From an optimization exercise on the open Yosys and OpenROAD flow, aimed at small area and a short achievable clock period; shortcuts taken in it are not production practice.
In this exercise RTL edits were held to simulation tests only and were not proved equivalent to the original.
No activity file was given, so power comes from the tool's default toggle rates.

===== design.v =====
module DSP(A, B, C, D, clk, rst_n, P);
parameter OPERATION = "ADD";
input [17:0] A, B, D;
input [47:0] C;
input clk, rst_n;
output reg [47:0] P;
reg [17:0] A_reg_stg1, A_reg_stg2, B_reg, D_reg;
reg [47:0] C_reg;
reg [35:0] mult_out;
always @(posedge clk or negedge rst_n) begin
    if (!rst_n) begin
        A_reg_stg1 <= 0;
        A_reg_stg2 <= 0;
        B_reg <= 0;
        D_reg <= 0;
        C_reg <= 0;
        mult_out <= 0;
        P <= 0;
    end
    else begin
        A_reg_stg1 <= A;
        A_reg_stg2 <= A_reg_stg1;
        B_reg <= B;
        C_reg <= C;
        D_reg <= D;
        if (OPERATION == "ADD") begin
            mult_out <= A_reg_stg2 * B_reg;
            P <= mult_out + C_reg;
        end
        else if (OPERATION == "SUBTRACT") begin
            mult_out <= A_reg_stg2 * B_reg;
            P <= mult_out - C_reg;
        end
    end
end
endmodule

===== run.sh =====
#!/bin/bash
# synth_recipe.tcl (not shown) runs the flow's synth.tcl, then flattens the netlist and writes it again
# the make line also repeats each setting of config.mk as NAME=value (left out here)
make -C /OpenROAD-flow-scripts/flow DESIGN_CONFIG=/design/flow/config.mk WORK_HOME=/design/flow/orfs CLKGATE_MAP_FILE= SYNTH_SCRIPT=/design/flow/synth_recipe.tcl finish

===== config.mk =====
export PLATFORM = sky130hd
export DESIGN_NAME = DSP
export DESIGN_NICKNAME = DSP
export VERILOG_FILES = /design/flow/design.v
export SDC_FILE = /design/flow/constraint.sdc
export NUM_CORES = 4
export LEC_CHECK = 0
export CAP_MARGIN = 20
export CORE_MARGIN = 2
export CORE_UTILIZATION = 40
export SLEW_MARGIN = 20

===== constraint.sdc =====
create_clock -name core_clock -period 6.2 [get_ports {clk}]
set_input_delay 1.2400 -clock core_clock [delete_from_list [all_inputs] [get_ports {clk}]]
set_output_delay 1.2400 -clock core_clock [all_outputs]
set_load 0.01 [all_outputs]

==> impl_metrics.toml <==
[synthesis]
synth_nets = 2269
synth_seq_cells = 186
ys_top_cells_by_area = "fa_1 (29%), dfrtp_1 (27%), ha_1 (10%), inv_1 (7.4%), and2_1 (5.2%)"
yosysTopAreaCell = "fa_1"
yosysSeqAreaShare_pct = 26.5
synth_top_flop_cell = "dfrtp_1"
ys_types = 56
synthArstFlopShare_pct = 100
synth.top_cell.area_share_pct = 29.3
synth-edff-count = 0
synth_area_sq_um = 17500
syn_area_per_cell_sq_um = 9.96
ys_warn_count = 1
synth_cells = 1762

[timing]
fmax_ghz = 0.167
finalMaxSlewViolations = 0
slew_headroom_pct = 47.4
final-setup-viol-count = 0
period_minus_slack_ps = 5990
finalHoldViolations = 0
min_period_over_period_pct = 96.6
clock_skew_ps = 11.7
rsz0062_at_grt = "yes"
worstMarginPinSlew_ps = 788

[layout]
regArea_sq_um = 4670
fillers = 4031
area_growth_pct = 18.2
nets = 2452
antennaDiodeCount = 0
multi_input_area_sq_um = 11400
drive_above_1_share_pct = 7.61
layout_common_cells = "inv_1 (346), fa_1 (257), nand2_1 (223), dfrtp_1 (171), ha_1 (146)"
design_area_sq_um = 20700
layout_commonest_cell = "inv_1"

[hold_path]
hold_path_class = "reg -> reg"
hold_depth = 0
min_from = "A_reg_stg1[0]"
hold_end = "A_reg_stg2[0]"

[worst_setup_path]
critPathMostFrequentCell = "fa_1"
critPathMaxStageDelay_ps = 550
crit_slowest_cell = "fa_1"
r2r-end = "mult_out[32]"
cp_data_required_time_ps = 6600
cp_max_fo = 7
worst-setup-path-type = "reg -> reg"
arrival_ps = 6390
rrSetupSlack_ps = 210
ff2ff_path_depth = 21
r2r_start = "A_reg_stg2[8]"
cp-end-kind = "flip-flop"
path_cells = "and2_1, fa_1, inv_1, fa_1, fa_1, inv_1, fa_1, fa_1, inv_1, fa_1, inv_1, ha_1, buf_4, a21oi_1, nor2b_1, o2111ai_1, and2_1, a211o_1, a31o_2, a2111o_1, o211ai_1"
critPathLaunchType = "flip-flop"

[global_routing]
grt_max_degree = 81
grt_pass1_vias = 12500
track_usage_pct = 18.1
grt_pass1_wl_um = 63600
grt_overflow_total = 0
antenna_found_initial = 0

[pwr]
p_sw_share_pct = 47.0
seq_power_share_pct = 13.8
vdd_drop_max_mv = 0.671
internal-power_mw = 6.75
finalPower_mw = 12.7
combPwrFrac_pct = 77.6
p_per_area_nw_per_um2 = 614
switchingPower_mw = 5.97
leakagePower_nw = 10.3
clkPwrFrac_pct = 8.6

[job]
maxCapViolCount = 0

[clocking]
cts_buffers = 17
holdBufCountCts = 0
clock_path_buffers = 2
clk_pin_slew_worst_paths_ps = 70
htreeDepth = 4
cts_tree = "built"
cts.sinks = 186
root_buffer = "clkbuf_16"
clock_latency_ps = 490

[outcome]
outcome = "timing/DRC/antenna clean"

[floorplan]
core_area_sq_um = 43200
dieArea_sq_um = 45500
die_h_um = 213
initial_core_util_pct = 40.6
rows = 76
die_w_um = 213
io_pins = 152

[route]
routed_wirelength_um = 39400
routedWlPerCell_um = 15.5
vias = 12100
drc = 0
dr.first_iter.drc_count = 722
drt_first_pass_iters = 5
vias_per_cell = 4.76
ant_nets = 0

[place]
io_buffers = 133
dp_hpwl_um = 33000
routabilityCongestion = 0.880
placed_cell_area_sq_um = 20100
-- per-layer routing --
layer	wire length [um]	vias up	track usage, %	part of all wire [%]
met2	18300	226	28.8	47
met5	0	-	0	0
li1	-	5820	-	-
met4	582	0	4.93	1.5
met1	19000	6010	24.9	48
met3	1530	41	4.03	3.9
-- synthesized netlist by cell type, drive strengths merged (3+ instances only) --
master   count
nor2        47
o21ai       32
a211oi       9
and3         8
dfrtp      186
o31a         3
inv        346
xor2        13
o211ai      14
or3          5
nor4b        3
o21bai      10
nor2b        8
a31oi        4
nand4       13
a21oi       63
a211o        9
o21a        18
and2       147
xnor2       47
o2111ai      3
clkbuf      54
a21o        27
ha         146
nand2      224
nor3        14
o211a        4
fa         257
nand3       18
nand2b       3
and4         3
-- layout make-up --
type / count / area share (%)
clock buffers: 18 / 2.12
clock inverters: 14 / 0.754
inverters: 346 / 6.26
multi-input cells: 1176 / 55.2
flip-flops and latches: 186 / 22.5
well taps: 585 / 3.53
repair buffers: 218 / 9.64
-- repair_timing --
item / CTS / global route
setup buffers: 0 / 2
endpoints found under the hold margin: 0 / 0
pin swaps: 0 / 6
resized for setup: 2 / 25
endpoints found under the setup margin: 2 / 9
-- worst max-delay path: cells and delay by family, from the launching register on --
kind | cells | cell delay (ps)
buffers and inverters | 5 | 350
AOI/OAI and AO/OA | 6 | 1260
DFF | 1 | 480
adders and majority gates | 7 | 3300
and+or+nand+nor | 3 | 540
-- logic make-up (layout without fill, tap and decap cells) --
logic type               after synthesis  after routing  synth area share [%]
adder cells (fa/ha/maj)              403            403                  39.7
XOR/XNOR                              60             60                  3.00
buffers and inverters                400            596                  8.56
flip-flops                           186            186                  26.5
multiplexers                           1              1                0.0571
AND/OR/NAND/NOR                      500            500                  13.9
AO/OA/AOI/OAI                        212            212                  8.18
-- power by group through the flow --
stage / combinational (mW) / sequential (mW) / clock (mW)
final: 9.87 / 1.76 / 1.09
after global routing: 11.2 / 1.79 / 1.19
after CTS: 9.68 / 1.77 / 1.14
after detailed placement: 9.58 / 1.79 / 0
after global placement: 9.46 / 1.79 / 0
after floorplan: 6.80 / 1.80 / 0
-- worst max-delay path by stage --
stage                   from      endpoint  slack (ps)  depth (start not counted)
3_3_place_gp        B_reg[4]  mult_out[35]           2                         21
4_1_cts             B_reg[6]  mult_out[35]          40                         20
2_1_floorplan       B_reg[9]  mult_out[32]         250                         23
3_5_place_dp        B_reg[6]  mult_out[35]         -20                         20
6_report       A_reg_stg2[8]  mult_out[32]         210                         21
5_1_grt             B_reg[6]  mult_out[33]         -60                         22
-- stage by stage --
step / hold WS (ps) / worst slack, ps / setup TNS [ps] / utilization [%] / instances
3_3_place_gp: 332 / 2.46 / 0 / 46.5 / 2509
6_report: 349 / 211 / 0 / 48.0 / 2543
3_5_place_dp: 335 / -19.0 / -19.0 / 46.5 / 2509
5_1_grt: 354 / -56.5 / -138 / 48.0 / 2543
2_1_floorplan: 331 / 251 / 0 / - / 1762
4_1_cts: 350 / 38.9 / 0 / 47.8 / 2541

[separate check: timing with driven ports]
How much do the figures lean on ideal ports? The routed layout below was timed once more, with nothing changed but the port constraints. Step 1 (the two cells are an assumption about what drives the block):
set clk [get_ports {clk}]
set_driving_cell -lib_cell sky130_fd_sc_hd__clkbuf_16 $clk
set_driving_cell -lib_cell sky130_fd_sc_hd__buf_2 [delete_from_list [all_inputs] $clk]
Step 2 also shifts input and output timing later by t, the mid clock arrival at the registers, as if the neighbouring blocks saw the same clock. Three values: no drivers, after step 1, after step 2; two values: the first two.
shift t [ns]: 0.537
slack for setup (ns): 0.211 / 0.210 / 0.210
clock arrival spread, ns: 0.012 / 0.012
slew at the worst register clock pin (ns): 0.08 / 0.08
pins driven straight from the clock port: 1
After both steps this run still meets setup and hold. The setup slack of this run moves by -0.001 ns with the drivers and by -0.001 ns with both steps.
